From an optimization exercise on the open Yosys and OpenROAD flow, aimed at small area; shortcuts taken in it are not production practice.
The RTL was checked by simulation tests, not by an equivalence proof against the original design.
Power figures rest on the tool's default switching activity, not on a simulated workload.

--- flow/design.v ---
module ws2812b(
    input logic clk, 
    input logic rst,
    input logic serial_in, 
    input logic transmit, 
    output logic ws2812b_out, 
    output logic shift
);
    localparam IDLE = 1'b0;
    localparam TRANSMITTING = 1'b1;
    localparam T0_CYCLE_COUNT = 4'd5;
    localparam T1_CYCLE_COUNT = 4'd10;
    localparam MAX_CYCLE_COUNT = 4'd15;
    logic state;
    logic [3:0] cycle_count;
    logic bit_being_sent;
    always_ff @(posedge clk) begin
        if (rst) begin
            state <= IDLE;
            cycle_count <= 4'd0;
            bit_being_sent <= 1'b0;
        end
        else begin
        unique case (state)
            IDLE:
                if (transmit == 1'b1) begin
                    state <= TRANSMITTING;
                    cycle_count <= 4'd0;
                    bit_being_sent <= serial_in;
                end
            TRANSMITTING:
                if (transmit == 1'b0) begin
                    state <= IDLE;
                end
                else if (cycle_count == MAX_CYCLE_COUNT - 1) begin
                    cycle_count <= 4'd0;
                    bit_being_sent <= serial_in;
                end
                else begin
                    cycle_count <= cycle_count + 1;
                end
        endcase
        end
    end
    always_comb begin
        if (state == TRANSMITTING)
            if (bit_being_sent == 1'b0)
                ws2812b_out = (cycle_count < T0_CYCLE_COUNT);
            else
                ws2812b_out = (cycle_count < T1_CYCLE_COUNT);
        else
            ws2812b_out = 1'b0;
    end
    assign shift = (state == TRANSMITTING) && (cycle_count == 4'd0);
endmodule
module controller (
    input logic clk, 
    input logic rst,
    output logic load_sreg, 
    output logic transmit_pixel, 
    output logic [5:0] pixel, 
    output logic [4:0] frame
);
    localparam TRANSMIT_FRAME       = 1'b0;
    localparam IDLE                 = 1'b1;
    localparam [2:0] READ_CH_VALS   = 3'b001;
    localparam [2:0] LOAD_SREG      = 3'b010;
    localparam [2:0] TRANSMIT_PIXEL = 3'b100;
    localparam [8:0] TRANSMIT_CYCLES    = 9'd360;        
    localparam [19:0] IDLE_CYCLES       = 20'd2000;      
    logic state;
    logic next_state;
    logic [2:0] transmit_phase;
    logic [2:0] next_transmit_phase;
    logic [5:0] pixel_counter;
    logic [4:0] frame_counter;
    logic [8:0] transmit_counter;
    logic [19:0] idle_counter;
    logic transmit_pixel_done;
    logic idle_done;
    assign transmit_pixel_done = (transmit_counter == TRANSMIT_CYCLES - 1);
    assign idle_done = (idle_counter == IDLE_CYCLES - 1);
    always_ff @(posedge clk) begin
        if (rst) begin
            state <= TRANSMIT_FRAME;
            transmit_phase <= READ_CH_VALS;
        end
        else begin
            state <= next_state;
            transmit_phase <= next_transmit_phase;
        end
    end
    always_comb begin
        next_state = 1'bx;
        unique case (state)
            TRANSMIT_FRAME:
                if ((pixel_counter == 6'd63) && (transmit_pixel_done))
                    next_state = IDLE;
                else
                    next_state = TRANSMIT_FRAME;
            IDLE:
                if (idle_done)
                    next_state = TRANSMIT_FRAME;
                else
                    next_state = IDLE;
        endcase
    end
    always_comb begin
        next_transmit_phase = READ_CH_VALS;
        if (state == TRANSMIT_FRAME) begin
            case (transmit_phase)
                READ_CH_VALS:
                    next_transmit_phase = LOAD_SREG;
                LOAD_SREG:
                    next_transmit_phase = TRANSMIT_PIXEL;
                TRANSMIT_PIXEL:
                    next_transmit_phase = transmit_pixel_done ? READ_CH_VALS : TRANSMIT_PIXEL;
            endcase
        end
    end
    always_ff @(posedge clk) begin
        if (rst) begin
            pixel_counter <= 6'd0;
        end
        else if ((state == TRANSMIT_FRAME) && transmit_pixel_done) begin
            pixel_counter <= pixel_counter + 1;
        end
    end
    always_ff @(posedge clk) begin
        if (rst) begin
            frame_counter <= 5'd0;
        end
        else if (idle_done) begin
            frame_counter <= frame_counter + 1;
        end
    end
    always_ff @(posedge clk) begin
        if (rst) begin
            transmit_counter <= 9'd0;
        end
        else if (transmit_phase == TRANSMIT_PIXEL) begin
            transmit_counter <= transmit_counter + 1;
        end
        else begin
            transmit_counter <= 9'd0;
        end
    end
    always_ff @(posedge clk) begin
        if (rst) begin
            idle_counter <= 20'd0;
        end
        else if (state == IDLE) begin
            idle_counter <= idle_counter + 1;
        end
        else begin
            idle_counter <= 20'd0;
        end
    end
    assign pixel = pixel_counter;
    assign frame = frame_counter;
    assign load_sreg = (transmit_phase == LOAD_SREG);
    assign transmit_pixel = (transmit_phase == TRANSMIT_PIXEL);
endmodule
module game_of_life #(
    parameter [63:0] INIT_GRID = 64'hFFFF_FFFF_FFFF_FFFF
)(
    input  logic clk,
    input  logic rst,
    input  logic tick,          
    input  logic load,          
    input  logic load_bit,
    output logic [63:0] grid_out
);
    logic [63:0] grid;
    logic [63:0] next_grid;
    logic [63:0] north, south, east, west;
    logic [63:0] ne, nw, se, sw;
    logic [3:0] neighbors [63:0];
    integer i;
    always_comb begin
        for (i = 0; i < 64; i = i + 1) begin
            north[i] = grid[(((i / 8) + 1) % 8) * 8 + (i % 8)];
            south[i] = grid[(((i / 8) + 7) % 8) * 8 + (i % 8)];
            east[i]  = grid[(i / 8) * 8 + ((i % 8) + 1) % 8];
            west[i]  = grid[(i / 8) * 8 + ((i % 8) + 7) % 8];
            ne[i]    = grid[(((i / 8) + 1) % 8) * 8 + ((i % 8) + 1) % 8];
            nw[i]    = grid[(((i / 8) + 1) % 8) * 8 + ((i % 8) + 7) % 8];
            se[i]    = grid[(((i / 8) + 7) % 8) * 8 + ((i % 8) + 1) % 8];
            sw[i]    = grid[(((i / 8) + 7) % 8) * 8 + ((i % 8) + 7) % 8];
        end
        for (i = 0; i < 64; i = i + 1) begin
            neighbors[i] = north[i] + south[i] + east[i] + west[i] +
                           ne[i] + nw[i] + se[i] + sw[i];
        end
        for (i = 0; i < 64; i = i + 1) begin
            if (grid[i])
                next_grid[i] = (neighbors[i] == 2 || neighbors[i] == 3);
            else
                next_grid[i] = (neighbors[i] == 3);
        end
    end
    always_ff @(posedge clk) begin
        if (rst)
            grid <= INIT_GRID;
        else if (load)
            grid <= {load_bit, grid[63:1]};
        else if (tick)
            grid <= next_grid;
    end
    assign grid_out = grid;
endmodule
module top (
    input  logic clk,
    input  logic rst,
    input  logic load,
    input  logic [2:0] load_rgb,
    output logic _48b
);
    logic [5:0] pixel;
    logic load_sreg, transmit_pixel, shift;
    logic ws_out;
    logic [7:0] red_data, green_data, blue_data;
    logic [23:0] shift_reg;
    logic [23:0] div_counter;
    logic tick;
    always_ff @(posedge clk) begin
        if (rst) begin
            div_counter <= 0;
            tick <= 1'b0;
        end else if (div_counter == 24'd29_999) begin  
            div_counter <= 0;
            tick <= 1'b1;
        end else begin
            div_counter <= div_counter + 1;
            tick <= 1'b0;
        end
    end
    logic [63:0] red_grid, green_grid, blue_grid;
    localparam [63:0] RED_INIT   = 64'b11100000_00000000_00000000_00000000_00000000_00000000_00000000_00000000;  
    localparam [63:0] GREEN_INIT = 64'b00000000_00011100_00000000_00000000_00000000_00000000_00000000_00000000;  
    localparam [63:0] BLUE_INIT  = 64'b00000000_00000000_00000111_00000000_00000000_00000000_00000000_00000000;  
    game_of_life #(.INIT_GRID(RED_INIT))   u_red_gol   (.clk(clk), .rst(rst), .tick(tick), .load(load), .load_bit(load_rgb[2]), .grid_out(red_grid));
    game_of_life #(.INIT_GRID(GREEN_INIT)) u_green_gol (.clk(clk), .rst(rst), .tick(tick), .load(load), .load_bit(load_rgb[1]), .grid_out(green_grid));
    game_of_life #(.INIT_GRID(BLUE_INIT))  u_blue_gol  (.clk(clk), .rst(rst), .tick(tick), .load(load), .load_bit(load_rgb[0]), .grid_out(blue_grid));
    always_comb begin
        red_data   = {8{red_grid[pixel]}};
        green_data = {8{green_grid[pixel]}};
        blue_data  = {8{blue_grid[pixel]}};
    end
    controller u_ctrl (
        .clk(clk),
        .rst(rst),
        .load_sreg(load_sreg),
        .transmit_pixel(transmit_pixel),
        .pixel(pixel),
        .frame()
    );
    ws2812b u_ws (
        .clk(clk),
        .rst(rst),
        .serial_in(shift_reg[23]),
        .transmit(transmit_pixel),
        .ws2812b_out(ws_out),
        .shift(shift)
    );
    always_ff @(posedge clk) begin
        if (load_sreg)
            shift_reg <= {green_data, red_data, blue_data};  
        else if (shift)
            shift_reg <= {shift_reg[22:0], 1'b0};
    end
    assign _48b = ws_out;
endmodule
--- flow/run.sh ---
#!/bin/bash
# synth_recipe.tcl (not shown) runs the flow's synth.tcl, then flattens the netlist and writes it again
# the make line also repeats each setting of config.mk as NAME=value (left out here)
make -C /OpenROAD-flow-scripts/flow DESIGN_CONFIG=/design/flow/config.mk WORK_HOME=/design/flow/orfs CLKGATE_MAP_FILE= SYNTH_SCRIPT=/design/flow/synth_recipe.tcl finish
--- flow/config.mk ---
export PLATFORM = sky130hd
export DESIGN_NAME = top
export DESIGN_NICKNAME = top
export VERILOG_FILES = /design/flow/design.v
export SDC_FILE = /design/flow/constraint.sdc
export NUM_CORES = 4
export LEC_CHECK = 0
export CAP_MARGIN = 20
export CORE_MARGIN = 2
export CORE_UTILIZATION = 45
export SLEW_MARGIN = 20
--- flow/constraint.sdc ---
create_clock -name core_clock -period 10.0 [get_ports {clk}]
set_input_delay 2.0000 -clock core_clock [delete_from_list [all_inputs] [get_ports {clk}]]
set_output_delay 2.0000 -clock core_clock [all_outputs]
set_load 0.01 [all_outputs]
==> notes.md <==
- Status: complete, no violations
- Die width: 324.2 um
- Worst EP arrival: 2.24 ns
- Routed WL per cell: 18.44 um
- Unrepaired setup endpoints after global routing: false
- Clock Skews: 0.01826 ns
- Gpl congestion: 0.8411
- Layout area overhead: 6.423%
- Biggest regs: u_blue_gol.grid x64, u_green_gol.grid x64, u_red_gol.grid x64
- Die height: 324.2 um
- Leakage power: 22.50 nW
- Remaining global-route overflow: 0
- Net count after synthesis: 6501
- Worst setup EP type: output pin
- Reg2Reg Depth: 12
- CTS Buf Count: 43
- TritonCTS clock tree: done
- Routed WL: 119.6 mm
- Core Box Area: 101700 um2
- Commonest non-fill, non-tap cell in the layout: inv_1
- Critical path class: reg2out
- GRT Total Usage: 23.76%
- Vias: 34370
- Psw: 0.8822 mW
- Slew headroom: 27.89%
- Mapped Area: 46150 um2
- Met2 wire len: 57.02 mm
- Initial DRT Pass Iterations: 6
- Clock sink total: 286
- Pwr Density: 65.34 nW/um2
- Antenna violations before repair: 0
- Max-slew violations: 0
- Crit-path max FO: 6
- Clk slew on worst S/H paths: 0.05 ns
- EDFF count, synth: 24
- Combinational share of power: 8.3%
- Wire length of the first global-routing pass: 193.7 mm
- Fin crit period: 4.238 ns
- Initial core utilization: 45.36%
- Post-Synthesis Cells: 5147
- VDD IR max: 104.5 uV
- DRC: 0
- Die Footprint: 105100 um2
- Routed length on met3: 6.783 mm
- Switching Share: 27.50%
- WP data required: 8.00 ns
- Crit start category: flip-flop
- Post-layout nets: 6440
- CTS Hold Bufs: 0
- Ports: 7
- Worst-Skew Late Latency: 0.61 ns
- Vias in the first global route: 35290
- Ys flop type: dfxtp_1
- Period Utilization, post-route: 42.38%
- Final setup viols: 0
- Synth Register Bits: 286
- Post-CTS Resized: 0
- Diode count: 0
- Int Power: 2.326 mW
- Clock Tree Buf Depth: 3
- Initial DRC Count: 2049
- Register share of total power: 37.4%
- Hold path cells: 1
- Clock power frac: 54.2%
- Port Buffers: 6
- Max Cap Viol: 0
- Max Clk Rate: 0.2359 GHz
- Remaining antenna violation count: 0
- Worst-margin pin slew: 1.082 ns
- Top sig layer: met4
- Via/cell ratio: 5.299
- Met1 WL: 52.06 mm
- Site Rows: 117
- H-tree levels: 2
- YS warnings: 9
- DP Cell Count: 6409
- Share of layout cells above drive strength 1: 3.087%
- Syn_area_per_cell: 8.966 um2
- Setup Fix Bufs, Post-CTS: 0
- DPL Wire Length: 90.20 mm
- Root Driver: clkbuf_16
- Ys async rst share: 0%
- Sequential share of the synthesized area: 12.93%
- Most frequent cells in the layout: 1352 x inv_1, 768 x fa_1, 580 x ha_1, 574 x nor2_1, 258 x dfxtp_1
- Final setup TNS: 0 ns
- Non-filler cells, final: 6487
- Worst min path class: reg2reg
- Pin count of the biggest net entering global routing: 181
- Hold Vio Cnt, Final: 0
- Netlist cell types: 64
-- power groups by stage --
| stage | clock, mW | sequential, mW | combinational (mW) |
|---|---|---|---|
| after CTS | 1.79 | 1.20 | 0.271 |
| final | 1.74 | 1.20 | 0.268 |
| after floorplan | 0 | 1.22 | 0.202 |
| after detailed placement | 0 | 1.23 | 0.269 |
| after global placement | 0 | 1.23 | 0.260 |
| after global routing | 1.82 | 1.20 | 0.314 |
-- Yosys cell counts (all sizes together), types with 9 or more instances --
cell type  number  area share, %
o21ai         202            2.2
buf            30           0.46
dfxtp         262             11
xor2           22           0.42
inv          1352             11
a211oi         75            1.2
nor4           10           0.14
a2111oi         9           0.17
nor2b         132            1.8
nor2          574            4.7
nand4           9           0.12
a22oi         189            3.1
nand3          30           0.35
and4           10           0.19
a21oi         250            2.7
nand2         141            1.1
ha            580             16
edfxtp         24            1.6
a31oi         109            1.5
mux2           16           0.40
a221o           9           0.20
nor3            9          0.098
clkbuf        111           0.90
fa            768             33
mux2i          98            2.1
mux4           27            1.3
xnor2          27           0.51
-- cell families after synthesis --
family                     Yosys count  share of synthesized area [%]
adders and majority gates         1348                          49.04
and+or+nand+nor                    959                          9.183
xor gates and xnor gates            49                         0.9300
DFF                                286                          12.93
buffers and inverters             1493                          12.36
AOI/OAI and AO/OA                  871                          11.69
muxes                              141                          3.866
-- worst max-delay path, cell delays in order, from the launching register on --
cell and delay (ns):
dfxtp_1 0.36, nor2_1 0.16, a21oi_1 0.05, o22ai_1 0.13, and2_1 0.29, clkdlybuf4s50_1 0.63
-- layout make-up --
| type | count | area (um2) |
|---|---|---|
| Clock inverter | 22 | 369.1 |
| Timing Repair Buffer | 35 | 300.3 |
| Inverter | 1352 | 5075 |
| Fill cell | 9657 | 52630 |
| Multi-Input combinational cell | 3368 | 34480 |
| Tap cell | 1368 | 1712 |
| Sequential cell | 286 | 5976 |
| Clock buffer | 56 | 1195 |
-- per-layer routing --
metal / global-route usage [%] / vias to the layer above
li1: - / 16210
met1: 31.46 / 17140
met2: 40.36 / 817
met3: 3.306 / 206
met4: 7.212 / 0
met5: 0 / -
-- metrics by stage --
step	power [mW]	hold WS (ns)	worst slack [ns]	util, %	instance area (um2)
3_5_place_dp	1.496	0.4373	5.667	46.73	47550
5_1_grt	3.335	0.4910	5.666	48.27	49110
4_1_cts	3.258	0.4494	5.703	48.27	49110
6_report	3.209	0.4458	5.762	48.27	49110
3_3_place_gp	1.486	0.4335	5.703	46.73	47550
2_1_floorplan	1.420	0.4175	6.794	-	46150
-- path summary, 6_finish.rpt --
path	endpoint	start	slack, ns
max	_48b	u_ws.cycle_count[0]$_SDFFE_PP0P_	5.76
min	u_ctrl.transmit_counter[0]$_SDFF_PP0_	u_ctrl.transmit_counter[0]$_SDFF_PP0_	0.45
max reg2reg	u_red_gol.grid[23]$_SDFFE_PP0P_	u_red_gol.grid[8]$_SDFFE_PP0P_	6.25
min reg2reg	u_ctrl.transmit_counter[0]$_SDFF_PP0_	u_ctrl.transmit_counter[0]$_SDFF_PP0_	0.45

## static timing again, ports no longer ideal
No port has a modelled driver above. Below, the same layout with a new extraction and two added sets of constraints.
Step 1, drivers: a clkbuf_16 drives clk and a buf_2 each remaining input, both assumed.
Step 2 moves the port delays by t, midway between the first and last clock arrival at a register: inputs arrive t later, outputs are due t later. That takes back most of the time a late clock gives input paths.
Slacks: ideal ports / drivers / drivers and shift; pairs: ideal ports / drivers.
shift t [ns]: 0.673
slack for setup (ns): 5.762 / 5.693 / 5.651
hold slack, ns: 0.446 / 0.446 / 0.446
worst register clock-pin slew, ns: 0.07 / 0.07
pins driven straight from the clock port: 1
After both steps this run still meets setup and hold. For this run, drivers alone change the setup slack by -0.069 ns; drivers and shift together by -0.111 ns.
